From an optimization exercise on the open Yosys and OpenROAD flow, aimed at small area; shortcuts taken in it are not production practice. Only simulation tests tie the RTL to the original design; equivalence was not proved. No activity file was given, so power comes from the tool's default toggle rates.

$ cat design/flow/design.v
module vgalab1(
  input clk,             
  input rst_n,           
  input key_jump_n,      
  input key_restart_n,   
  input sw_gray,         
  output [0:6] HEX0, HEX1,   
  output VGA_HS,
  output VGA_VS,
  output VGA_BLANK,
  output [9:0] VGA_R,
  output [9:0] VGA_G,
  output [9:0] VGA_B
);
wire [9:0]	mVGA_R;
wire [9:0]	mVGA_G;
wire [9:0]	mVGA_B;
wire [9:0]	mCoord_X;
wire [9:0]	mCoord_Y;
wire [9:0] r, g, b;
background background(key_jump_n, clk, rst_n, key_restart_n, mCoord_X, mCoord_Y, r, g, b, HEX0, HEX1);
wire [9:0] gray = (mCoord_X<80 || mCoord_X>560? 10'h000:
	(mCoord_Y/15)<<5 | (mCoord_X-80)/15);
wire s = sw_gray;
assign mVGA_R = (s? gray: r);
assign mVGA_G = (s? gray: g);
assign mVGA_B = (s? gray: b);
vga_sync u1(
   .iCLK(clk),
   .iRST_N(rst_n),
   .iRed(mVGA_R),
   .iGreen(mVGA_G),
   .iBlue(mVGA_B),
   .px(mCoord_X),
   .py(mCoord_Y),
   .VGA_R(VGA_R),
   .VGA_G(VGA_G),
   .VGA_B(VGA_B),
   .VGA_H_SYNC(VGA_HS),
   .VGA_V_SYNC(VGA_VS),
   .VGA_BLANK(VGA_BLANK)
);
endmodule
module background #(
	parameter [25:0] TREE_DIV = 26'd200,     
	parameter [25:0] MONKEY_DIV = 26'd1200   
) (input jump, input clk, input rst_n, input reset, input [9:0] x, input [9:0] y,
	output [9:0] red, output [9:0] green, output [9:0] blue, output [0:6] HEX0, output [0:6] HEX1);
reg [2:0] idx;
reg [25:0] sclk;
reg [25:0] sclkk;
reg [25:0] sclkkk;
reg [25:0] sclkkkk;
reg tree1_clk;
reg tree2_clk;
reg tree3_clk;
reg hit;
reg disappear1;
reg disappear2;
reg disappear3;
wire [9:0] tree1_height_bin;
wire [9:0] tree2_height_bin;
wire [9:0] tree3_height_bin;
integer tree1_height;
integer tree2_height;
integer tree3_height;
integer tree1_x_left;
integer tree1_x_right;
integer tree2_x_left;
integer tree2_x_right;
integer tree3_x_left;
integer tree3_x_right;
integer banana1_left;
integer	banana1_right;
integer	banana1_top;
integer banana1_bottom;
integer banana2_left;
integer banana2_right;
integer banana2_top;
integer banana2_bottom;
integer banana3_left;
integer banana3_right;
integer banana3_top;
integer banana3_bottom;
integer monkey;
integer monkey_x;
reg [3:0] scoreFirst;
reg [3:0] scoreSecond;
wire tree1_rise = (sclk == TREE_DIV - 1) && (tree1_x_left <= 0) && !tree1_clk;
wire tree2_rise = (sclkk == TREE_DIV - 1) && (tree2_x_left <= 0) && !tree2_clk;
wire tree3_rise = (sclkkk == TREE_DIV - 1) && (tree3_x_left <= 0) && !tree3_clk;
always @(posedge clk or negedge rst_n)
	if (!rst_n) begin
		sclk <= 0;
		tree1_clk <= 1;
		tree1_x_left <= 120;
		tree1_x_right <= 200;
	end
	else if (sclk == TREE_DIV - 1)
			begin
				sclk <= 0;
				if (tree1_x_left <= 0) 
					begin 
					tree1_clk <= 1;
					tree1_x_left <= 640;
					end
				else if (tree1_x_right <= 0) 
					begin
					tree1_clk <= 0;
					tree1_x_right <= 640;
					end
				else begin
					tree1_clk <= 0;
					tree1_x_left <= tree1_x_left - 1;
					tree1_x_right <= tree1_x_right - 1; end
	end
	else sclk <= sclk + 1;
	random1 tree1 (clk, rst_n, tree1_rise, tree1_height_bin);
always @(posedge clk or negedge rst_n)
	if (!rst_n) begin
		sclkk <= 0;
		tree2_clk <= 1;
		tree2_x_left <= 330;
		tree2_x_right <= 410;
	end
	else if (sclkk == TREE_DIV - 1)
			begin
				sclkk <= 0;
				if (tree2_x_left <= 0) begin 
					tree2_x_left <= 640;
					tree2_clk <= 1; end
				else if (tree2_x_right <= 0) begin
					tree2_x_right <= 640;
					tree2_clk <= 0; end
				else begin
					tree2_x_left <= tree2_x_left - 1;
					tree2_x_right <= tree2_x_right - 1; 
					tree2_clk <= 0; end
	end
	else sclkk <= sclkk + 1;
	random2 tree2 (clk, rst_n, tree2_rise, tree2_height_bin);
always @(posedge clk or negedge rst_n)
	if (!rst_n) begin
		sclkkk <= 0;
		tree3_clk <= 1;
		tree3_x_left <= 544;
		tree3_x_right <= 628;
	end
	else if (sclkkk == TREE_DIV - 1)
			begin
				sclkkk <= 0;
				if (tree3_x_left <= 0) begin
					tree3_x_left <= 640;
					tree3_clk <= 1; end
				else if (tree3_x_right <= 0) begin
					tree3_x_right <= 640;
					tree3_clk <= 0; end
				else begin
					tree3_x_left <= tree3_x_left - 1;
					tree3_x_right <= tree3_x_right - 1; 
					tree3_clk <= 0; end
	end
	else sclkkk <= sclkkk + 1;
	random3 tree3 (clk, rst_n, tree3_rise, tree3_height_bin);
	always @* begin
		tree1_height = tree1_height_bin;
		tree2_height = tree2_height_bin;
		tree3_height = tree3_height_bin; end
	integer m, mx;
	reg h, d1, d2, d3;
	reg [3:0] sf, ss;
	always @(posedge clk or negedge rst_n)
		if (!rst_n) begin
			sclkkkk <= 0;
			monkey <= 85;
			monkey_x <= 305;
			hit <= 0;
			disappear1 <= 0;
			disappear2 <= 0;
			disappear3 <= 0;
			scoreFirst <= 0;
			scoreSecond <= 0;
		end
		else if (sclkkkk == MONKEY_DIV - 1)
				begin
				sclkkkk <= 0;
				m = monkey; mx = monkey_x; h = hit;
				d1 = disappear1; d2 = disappear2; d3 = disappear3;
				sf = scoreFirst; ss = scoreSecond;
				if (!jump && !hit)
					m = m - 10;
				else if (!reset) begin
					m = 85;
					h = 0;
					sf = 0; 
					ss = 0;
					mx = 305; end
				else if (m - 30 <= 50) begin
					m = 80;
					h = 1; end
				else if (m >= 400) begin
					m = 400;
					h = 1; end
				else if (tree1_x_left <= mx && tree1_x_right >= mx + 30 && tree1_height <= m) begin
					m = m;
					mx = tree1_x_left -30;
					h = 1; end
				else if (tree2_x_left <= mx && tree2_x_right >= mx + 30 && tree2_height <= m) begin
					m = m;
					mx = tree2_x_left -30;
					h = 1; end
				else if (tree3_x_left <= mx && tree3_x_right >= mx + 30 && tree3_height <= m) begin
					m = m;
					mx = tree3_x_left -30;
					h = 1; end
				else
					m = m + 5;
				if (tree1_x_right > 5)
					if (!hit && banana1_left <= mx && banana1_right >= mx + 30 && m >= banana1_top && !d1) begin
						d1 = 1;
						sf = scoreFirst + 1'b1;
						if (scoreFirst == 4'b1010) begin
							ss = scoreSecond + 1'b1;
							sf = 0; end end
				if (tree1_x_right < 5)
					d1 = 0;
				if (tree2_x_right > 5 )
					if ( !hit && banana2_left <= mx && banana2_right >= mx + 30 && m >= banana2_top && !d2) begin
						d2 = 1;
						sf = scoreFirst + 1'b1;
						if (scoreFirst == 4'b1010) begin
							ss = scoreSecond + 1'b1;
							sf = 0; end end
				if (tree2_x_right < 5)
					d2 = 0;
				if (tree3_x_right > 5)
					if (!hit &&  banana3_left <= mx && banana3_right >= mx + 30 && m >= banana3_top && !d3) begin
						d3 = 1;
						sf = scoreFirst + 1'b1;
						if (scoreFirst == 4'b1010) begin
							ss = scoreSecond + 1'b1;
							sf = 0; end end
				if (tree3_x_right < 5)
					d3 = 0;
				monkey <= m;
				monkey_x <= mx;
				hit <= h;
				disappear1 <= d1;
				disappear2 <= d2;
				disappear3 <= d3;
				scoreFirst <= sf;
				scoreSecond <= ss;
				end
		else sclkkkk <= sclkkkk + 1;
	BCD DisplayScoreFirst(scoreFirst, HEX0);
	BCD DisplayScoreSecond(scoreSecond, HEX1);
	always @* begin
		banana1_left = tree1_x_left + 20;
		banana1_right = tree1_x_right - 20;
		banana1_bottom = tree1_height - 30;
		banana1_top = tree1_height - 60;
		banana2_left = tree2_x_left + 20;
		banana2_right = tree2_x_right - 20;
		banana2_bottom = tree2_height - 30;
		banana2_top = tree2_height - 60;
		banana3_left = tree3_x_left + 20;
		banana3_right = tree3_x_right - 20;
		banana3_bottom = tree3_height - 30;
		banana3_top = tree3_height - 60;
	end
	always @*
	begin
		idx = 3'd6;  
		if (x >= 0 && x <= 640 && y >= 0 & y <= 480) idx = 3'd6;  
		if (x >= 0 && x <= 640 && y >= 400 && y <= 480) idx = 3'd2;  
		if (x >= 0 && x <= 640 && y >= 0 && y <= 50) idx = 3'd4;  
		else if (x >= monkey_x && x <= monkey_x + 30 && y >= monkey -30 && y <= monkey ) idx = 3'd5;  
		else if (x >= banana1_left && x <= banana1_right && y <= banana1_bottom && y >= banana1_top)
			if (disappear1) idx = 3'd6;
			else idx = 3'd3;
		else if (x >= tree1_x_left && x <= tree1_x_right && y >= tree1_height && y <= 400) idx = 3'd0;  
		else if (x >= banana2_left && x <= banana2_right && y <= banana2_bottom && y >= banana2_top)
			if (disappear2) idx = 3'd6;
			else idx = 3'd3;
	   else if (x >= tree2_x_left && x <= tree2_x_right && y >= tree2_height && y <= 400) idx = 3'd0;  
		else if (x >= banana3_left && x <= banana3_right && y <= banana3_bottom && y >= banana3_top)
			if (disappear3) idx = 3'd6;
			else idx = 3'd3;
		else if (x >= tree3_x_left && x <= tree3_x_right && y >= tree3_height && y <= 400) idx = 3'd0;  
		if (hit) begin 
			if (x >= 30 && x <= 610 && y >= 50 && y <= 450) idx = 3'd0;
			if (x >= 130 && x <=510 && y <= 400 && y >= 100) begin
				idx = 3'd7; 
				if (x >= 130 && x <= 170 && y <= 350 && y >= 100) idx = 3'd0;
				if (x >= 240 && x <= 410 && y >= 200 && y <= 250) idx = 3'd0;
				if (x >= 290 && x <= 337 && y >= 150 && y <= 350) idx = 3'd0;
				if (x >= 460 && x <= 560 && y <= 350 && y >= 100) idx = 3'd0; end
			end
	end
assign red = (idx[0]? 10'h3ff: 10'h000);
assign green = (idx[1]? 10'h3ff: 10'h000);
assign blue = (idx[2]? 10'h3ff: 10'h000);
endmodule
module random1(clk, rst_n, ccc, height);
  input clk, rst_n, ccc;
  output reg [9:0] height;
  reg [0:3] fib;
  always @ ( posedge clk or negedge rst_n )
    if (!rst_n) fib <= 4'b1111;
    else if (ccc) fib <= {fib[3]^fib[2], fib[0:2]};
  always @* begin
    case (fib)
      0 : height = 10'b0100101100;
      1 : height = 10'b0011011100;
      2 : height = 10'b0010101010;
      3 : height = 10'b0100100010;
      4 : height = 10'b0011111010;
      5 : height = 10'b0010110100;
      6 : height = 10'b0110000110;
      7 : height = 10'b0101010100;
      8 : height = 10'b0100110001;
      9 : height = 10'b0010010110;
      10 : height = 10'b0110010000;
      11 : height = 10'b0011011110;
      12 : height = 10'b0101001101;
      13 : height = 10'b0010100110;
      14 : height = 10'b0100010100;
      15 : height = 10'b0011000111;
    endcase
  end
endmodule
module random2(clk, rst_n, ccc, height);
  input clk, rst_n, ccc;
  output reg [9:0] height;
  reg [0:3] fib;
  always @ ( posedge clk or negedge rst_n )
    if (!rst_n) fib <= 4'b1111;
    else if (ccc) fib <= {fib[3]^fib[2], fib[0:2]};
  always @* begin
    case (fib)
      0 : height = 10'b0011000111;
      1 : height = 10'b0011011110;
      2 : height = 10'b0010101010;
      3 : height = 10'b0011111010;
      4 : height = 10'b0010010110;
      5 : height = 10'b0110010000;
      6 : height = 10'b0100110001;
      7 : height = 10'b0010100110;
      8 : height = 10'b0010110100;
      9 : height = 10'b0101010100;
      10 : height = 10'b0100100010;
      11 : height = 10'b0100101100;
      12 : height = 10'b0110000110;
      13 : height = 10'b0011011100;
      14 : height = 10'b0100010100;
      15 : height = 10'b0101001101;
    endcase
  end
endmodule
module random3(clk, rst_n, ccc, height);
  input clk, rst_n, ccc;
  output reg [9:0] height;
  reg [0:3] fib;
  always @ ( posedge clk or negedge rst_n )
    if (!rst_n) fib <= 4'b1111;
    else if (ccc) fib <= {fib[3]^fib[2], fib[0:2]};
  always @* begin
    case (fib)
      0 : height = 10'b0010111111;
      1 : height = 10'b0110010000;
      2 : height = 10'b0100010001;
      3 : height = 10'b0011110100;
      4 : height = 10'b0110000110;
      5 : height = 10'b0101000000;
      6 : height = 10'b0010110010;
      7 : height = 10'b0010100110;
      8 : height = 10'b0010110100;
      9 : height = 10'b0011001000;
      10 : height = 10'b0100100010;
      11 : height = 10'b0110000110;
      12 : height = 10'b0011011110;
      13 : height = 10'b0100100100;
      14 : height = 10'b0100110111;
      15 : height = 10'b0101010100;
    endcase
  end
endmodule
module BCD(m, Display0);
	input [3:0] m;
	output [0:6] Display0;
	assign Display0 [0:6] = (m[3:0] == 4'b0000) ? 7'b0000001:  
									(m[3:0] == 4'b0001) ? 7'b1001111:  
									(m[3:0] == 4'b0010) ? 7'b0010010:  
									(m[3:0] == 4'b0011) ? 7'b0000110:  
									(m[3:0] == 4'b0100) ? 7'b1001100:  
									(m[3:0] == 4'b0101) ? 7'b0100100:  
									(m[3:0] == 4'b0110) ? 7'b0100000:  
									(m[3:0] == 4'b0111) ? 7'b0001111:  
									(m[3:0] == 4'b1000) ? 7'b0000000: 7'b0000100;  
endmodule
module vga_sync(
   input iCLK,  
   input iRST_N,
   input [9:0] iRed,
   input [9:0] iGreen,
   input [9:0] iBlue,
   output [9:0] px,
   output [9:0] py,
   output  [9:0] VGA_R,
   output  [9:0] VGA_G,
   output  [9:0] VGA_B,
   output reg VGA_H_SYNC,
   output reg VGA_V_SYNC,
   output VGA_BLANK
);
assign	VGA_BLANK	=	VGA_H_SYNC & VGA_V_SYNC;
reg [9:0] h_count, v_count;
assign px = h_count;
assign py = v_count;
parameter H_SYNC_TOTAL = 800;
parameter H_PIXELS =     640;
parameter H_SYNC_START = 659;
parameter H_SYNC_WIDTH =  96;
always@(posedge iCLK or negedge iRST_N)
begin
   if(!iRST_N)
   begin
      h_count <= 10'h000;
      VGA_H_SYNC <= 1'b0;
   end
   else
   begin
      if (h_count < H_SYNC_TOTAL-1) h_count <= h_count + 1'b1;
      else h_count <= 10'h000;
      if (h_count >= H_SYNC_START && 
	h_count < H_SYNC_START+H_SYNC_WIDTH) VGA_H_SYNC <= 1'b0;
      else VGA_H_SYNC <= 1'b1;
   end
end
parameter V_SYNC_TOTAL = 525;
parameter V_PIXELS     = 480;
parameter V_SYNC_START = 493;
parameter V_SYNC_WIDTH =   2;
parameter H_START = 699;
always @(posedge iCLK or negedge iRST_N)
begin
   if (!iRST_N)
   begin
      v_count <= 10'h000;
      VGA_V_SYNC <= 1'b0;
   end
   else if (h_count == H_START)
   begin
      if (v_count < V_SYNC_TOTAL-1) v_count <= v_count + 1'b1;
      else v_count <= 10'h000;
      if (v_count >= V_SYNC_START && 
		v_count < V_SYNC_START+V_SYNC_WIDTH) VGA_V_SYNC <= 1'b0;
      else VGA_V_SYNC <= 1'b1;
   end
end
wire video_h_on = (h_count<H_PIXELS);
wire video_v_on = (v_count<V_PIXELS);
wire video_on = video_h_on & video_v_on;
assign VGA_R = (video_on? iRed: 10'h000);
assign VGA_G = (video_on? iGreen: 10'h000);
assign VGA_B = (video_on? iBlue: 10'h000);
endmodule
$ cat design/flow/run.sh
#!/bin/bash
# synth_recipe.tcl (not shown) runs the flow's synth.tcl, then flattens the netlist and writes it again
# the make line also repeats each setting of config.mk as NAME=value (left out here)
make -C /OpenROAD-flow-scripts/flow DESIGN_CONFIG=/design/flow/config.mk WORK_HOME=/design/flow/orfs CLKGATE_MAP_FILE= SYNTH_SCRIPT=/design/flow/synth_recipe.tcl finish
$ cat design/flow/config.mk
export PLATFORM = sky130hd
export DESIGN_NAME = vgalab1
export DESIGN_NICKNAME = vgalab1
export VERILOG_FILES = /design/flow/design.v
export SDC_FILE = /design/flow/constraint.sdc
export NUM_CORES = 4
export LEC_CHECK = 0
export CAP_MARGIN = 20
export CORE_MARGIN = 2
export CORE_UTILIZATION = 40
export SLEW_MARGIN = 20
$ cat design/flow/constraint.sdc
create_clock -name core_clock -period 12.0 [get_ports {clk}]
set_input_delay 2.4000 -clock core_clock [delete_from_list [all_inputs] [get_ports {clk}]]
set_output_delay 2.4000 -clock core_clock [all_outputs]
set_load 0.01 [all_outputs]
==> run notes <==
==> layer usage <==
metal / track usage / vias to the layer above / routed length [um] / part of all wire
met1: 0.3998 / 23864 / 85870 / 0.42
met4: 0.1596 / 6 / 12340 / 0.060
met5: 0 / - / 41 / 0.00020
met2: 0.4796 / 2093 / 89110 / 0.44
met3: 0.05528 / 527 / 16620 / 0.081
li1: - / 23138 / - / -
==> per-stage QoR <==
stage / instances / hold WS (ns) / instance area (um^2) / power, W / worst slack [ns]
2_1_floorplan: 6380 / 0.4245 / 50540 / 0.001468 / 3.108
3_3_place_gp: 7935 / 0.4399 / 53100 / 0.001537 / 0.5878
3_5_place_dp: 7935 / 0.4446 / 53110 / 0.001540 / 0.5495
4_1_cts: 8038 / 0.4574 / 55160 / 0.003453 / 0.4596
5_1_grt: 8038 / 0.4834 / 55180 / 0.003509 / 0.005036
6_report: 8043 / 0.4499 / 55190 / 0.003420 / 0.4326
==> sequential cells by signal, summed over array words and instances, names as in the netlist, 32 cells and up <==
register / count
background.tree2_x_left: 32
background.monkey_x: 32
background.tree2_x_right: 32
background.tree3_x_right: 32
background.tree1_x_right: 32
background.tree1_x_left: 32
background.monkey: 32
background.tree3_x_left: 32
==> cell type report <==
class                      instances  share of cell area
antenna                            5           0.0002267
clock buffer                      71             0.02802
clock inverter                    32            0.009068
inverter                         294             0.01999
multi-input combinational       5392              0.6903
sequential                       409              0.1865
tap                             1650             0.03740
timing repair buffer             190             0.02847
==> power groups by stage <==
stage | sequential (W) | clock, W | combinational [W]
after floorplan | 0.00141 | 0 | 0.0000624
after global placement | 0.00141 | 0 | 0.000132
after detailed placement | 0.00141 | 0 | 0.000135
after CTS | 0.00138 | 0.00194 | 0.000135
after global routing | 0.00138 | 0.00198 | 0.000150
final | 0.00138 | 0.00190 | 0.000134
==> cell families after synthesis <==
kind of cell               after synthesis  share of synthesized area
DFF                                    409                     0.2037
other                                    1                 0.00007420
and+or+nand+nor                       2485                     0.2493
muxes                                   42                   0.009036
AOI/OAI and AO/OA                     1439                     0.1862
buffers and inverters                  579                    0.04446
adders and majority gates              817                     0.2022
xor gates and xnor gates               607                     0.1052
==> placed cells by master, fill, tap and decap left out, types with 188 or more instances in the layout <==
master,n
nor2_1,591
dfrtp_1,363
nor3_1,188
ha_1,815
nand3_1,249
nand4_1,196
a21oi_1,351
nand2_1,559
o21ai_0,344
xor2_1,191
xnor2_1,416
inv_1,286
==> repair_timing <==
action / 4_1_cts / 5_1_grt
resized for setup: 0 / 2
setup endpoints to repair: 0 / 9
hold buffers: 0 / 0
==> worst max path at each step <==
stage,from,end,slack [ns],cells past startpoint
2_1_floorplan,background.monkey_x[1]$_DFFE_PN0N_,background.scoreSecond[0]$_DFFE_PN0N_,3.11,40
3_3_place_gp,background.monkey_x[14]$_DFFE_PN0N_,background.scoreFirst[0]$_DFFE_PN0N_,0.59,36
3_5_place_dp,background.monkey_x[14]$_DFFE_PN0N_,background.scoreSecond[3]$_DFFE_PN0N_,0.55,37
4_1_cts,background.monkey_x[14]$_DFFE_PN0N_,background.scoreSecond[2]$_DFFE_PN0N_,0.46,39
5_1_grt,background.monkey_x[12]$_DFFE_PN0N_,background.scoreSecond[0]$_DFFE_PN0N_,0.005,37
6_report,background.monkey_x[12]$_DFFE_PN0N_,background.scoreFirst[1]$_DFFE_PN0N_,0.43,41
==> impl_metrics.yaml <==
outcome:
  status: "timing/DRC/antenna clean"
worst_hold_path:
  min-delay-start: "background.sclkkkk[0]$_DFF_PN0_"
  worstHoldEndpoint: "background.sclkkkk[0]$_DFF_PN0_"
  holdCritPathClass: "register to register"
  whs_path_depth: 1
detailed_routing:
  dr.pass1.iters: 7
  drt_iter0_drc: 5232
  num_vias: 49628
  drc_errors: 0
  wl_per_cell_um: 25.36
  routed_wl_um: 204000
  routed_via_density: 6.170
  ant_nets: 0
logic_synthesis:
  synth_edf_count: 0
  yosysMostFrequentCell: "ha_1"
  synthTopCellsByArea: "ha_1 (20%), dfrtp_1 (18%), xnor2_1 (7.2%)"
  synth_top_area_frac: 0.2018
  synth.largest_area_cell: "ha_1"
  synth.cell_area_um2: 50540
  ys_seq_elements: 409
  ys.warnings.count: 5
  netlist_top_cells_count: "ha_1 (815), nor2_1 (593), nand2_1 (559)"
  synth_seq_area_share: 0.2037
  postSynthCellCount: 6379
  ys_async_sr_fraction: 1.000
  synthFlopType: "dfrtp_1"
  synth.distinct_cells: 119
  syn_avg_cell_area_um2: 7.923
sta:
  tightest_slew_ns: 1.244
  maxSlewHeadroom: 0.1632
  fin_crit_sh: 0.9639
  rsz0062_at_grt: "false"
  slew_viol_final: 0
  fin_worst_skew_ns: 0.02917
  setup_viol: 0
  tns_ns: 0
  finalHoldViolCount: 0
  fin_crit_ns: 11.57
  max_freq_mhz: 86.45
setup_path:
  crit_arrival_ns: 12.18
  r2r_cells: 41
  critPathMaxStageDelay_ns: 0.58
  end_kind: "register"
  crit_type: "register to register"
  cp_max_fo: 11
  path_delay_family: "compound AO/OA/AOI/OAI gates"
  required_ns: 12.61
  cp_common_cell: "a21o_1"
  rr_endpoint: "background.scoreFirst[1]$_DFFE_PN0N_"
  critPathSlowestCell: "dfrtp_1"
  critPathLaunchType: "register"
  timing.rr.start: "background.monkey_x[12]$_DFFE_PN0N_"
  cp_num_buf_inv: 4
  r2r_slack_ns: 0.43
grt:
  grt-ovfl-total: 0
  first_global_vias: 46737
  grt_max_degree: 144
  grtUsageTotal: 0.3057
  antenna_found_initial: 7
  grt_pass1_wl_um: 304000
finish:
  multi_input_area_um2: 38100
  seq_area_um2: 10290
  fin_util: 0.4395
  drive_above_1_share: 0.06794
  nets: 7162
  area_growth_pct: 9.212
  nFillCells: 12601
clock_network:
  cts_setup_buffers: 0
  clkTransAtPathRegs_ns: 0.07
  cts_buffer_depth: 3
  clock_sinks: 409
  cts_max_level: 2
  cts_tree: "built"
  numCtsBuffers: 55
  cts_root_buffer: "clkbuf_16"
  clk_latency_ns: 0.69
placement:
  place_hpwl_um: 161500
  numPortBuffers: 51
  globalplace.congestion: 1.070
floorplan:
  die_width_um: 359.5
  start_util: 0.4025
  die-area_um2: 129200
  rows: 130
  die_height_um: 359.5
  core-area_um2: 125600
  pin_count: 52
power_and_ir_drop:
  power_density_nw_per_um2: 61.96
  vdd_ir_drop_max_uv: 146.9
  p_clk_frac: 0.557
  p_int_w: 0.002574
  seq_power_share: 0.404
  p_sw_w: 0.0008458
  power_leakage_nw: 24.96
  switching_share: 0.2473
  combPwrFrac: 0.039
run:
  drv_cap: 0

==> separate check: timing with driven ports <==
No port has a modelled driver above. Below, the same layout with a new extraction and two added sets of constraints. Step 1: set_driving_cell puts a clkbuf_16 on clk and a buf_2 on each other input, an assumption about the parent block. Step 2 times the ports against the registers' clock, not the clock port: input delays grow and output delays shrink by t, the midpoint of the rising clock arrivals with the driver on. a / b / c = ideal ports / drivers / drivers and shift; a / b = the first two.
t, ns: 0.752
setup slack, ns: 0.433 / 0.433 / 0.433
latest minus earliest clock arrival (ns): 0.029 / 0.029
cell pins on the clock port's net: 1
After both steps this run still meets setup and hold. For this run, drivers alone change the setup slack by 0.000 ns; drivers and shift together by 0.000 ns.
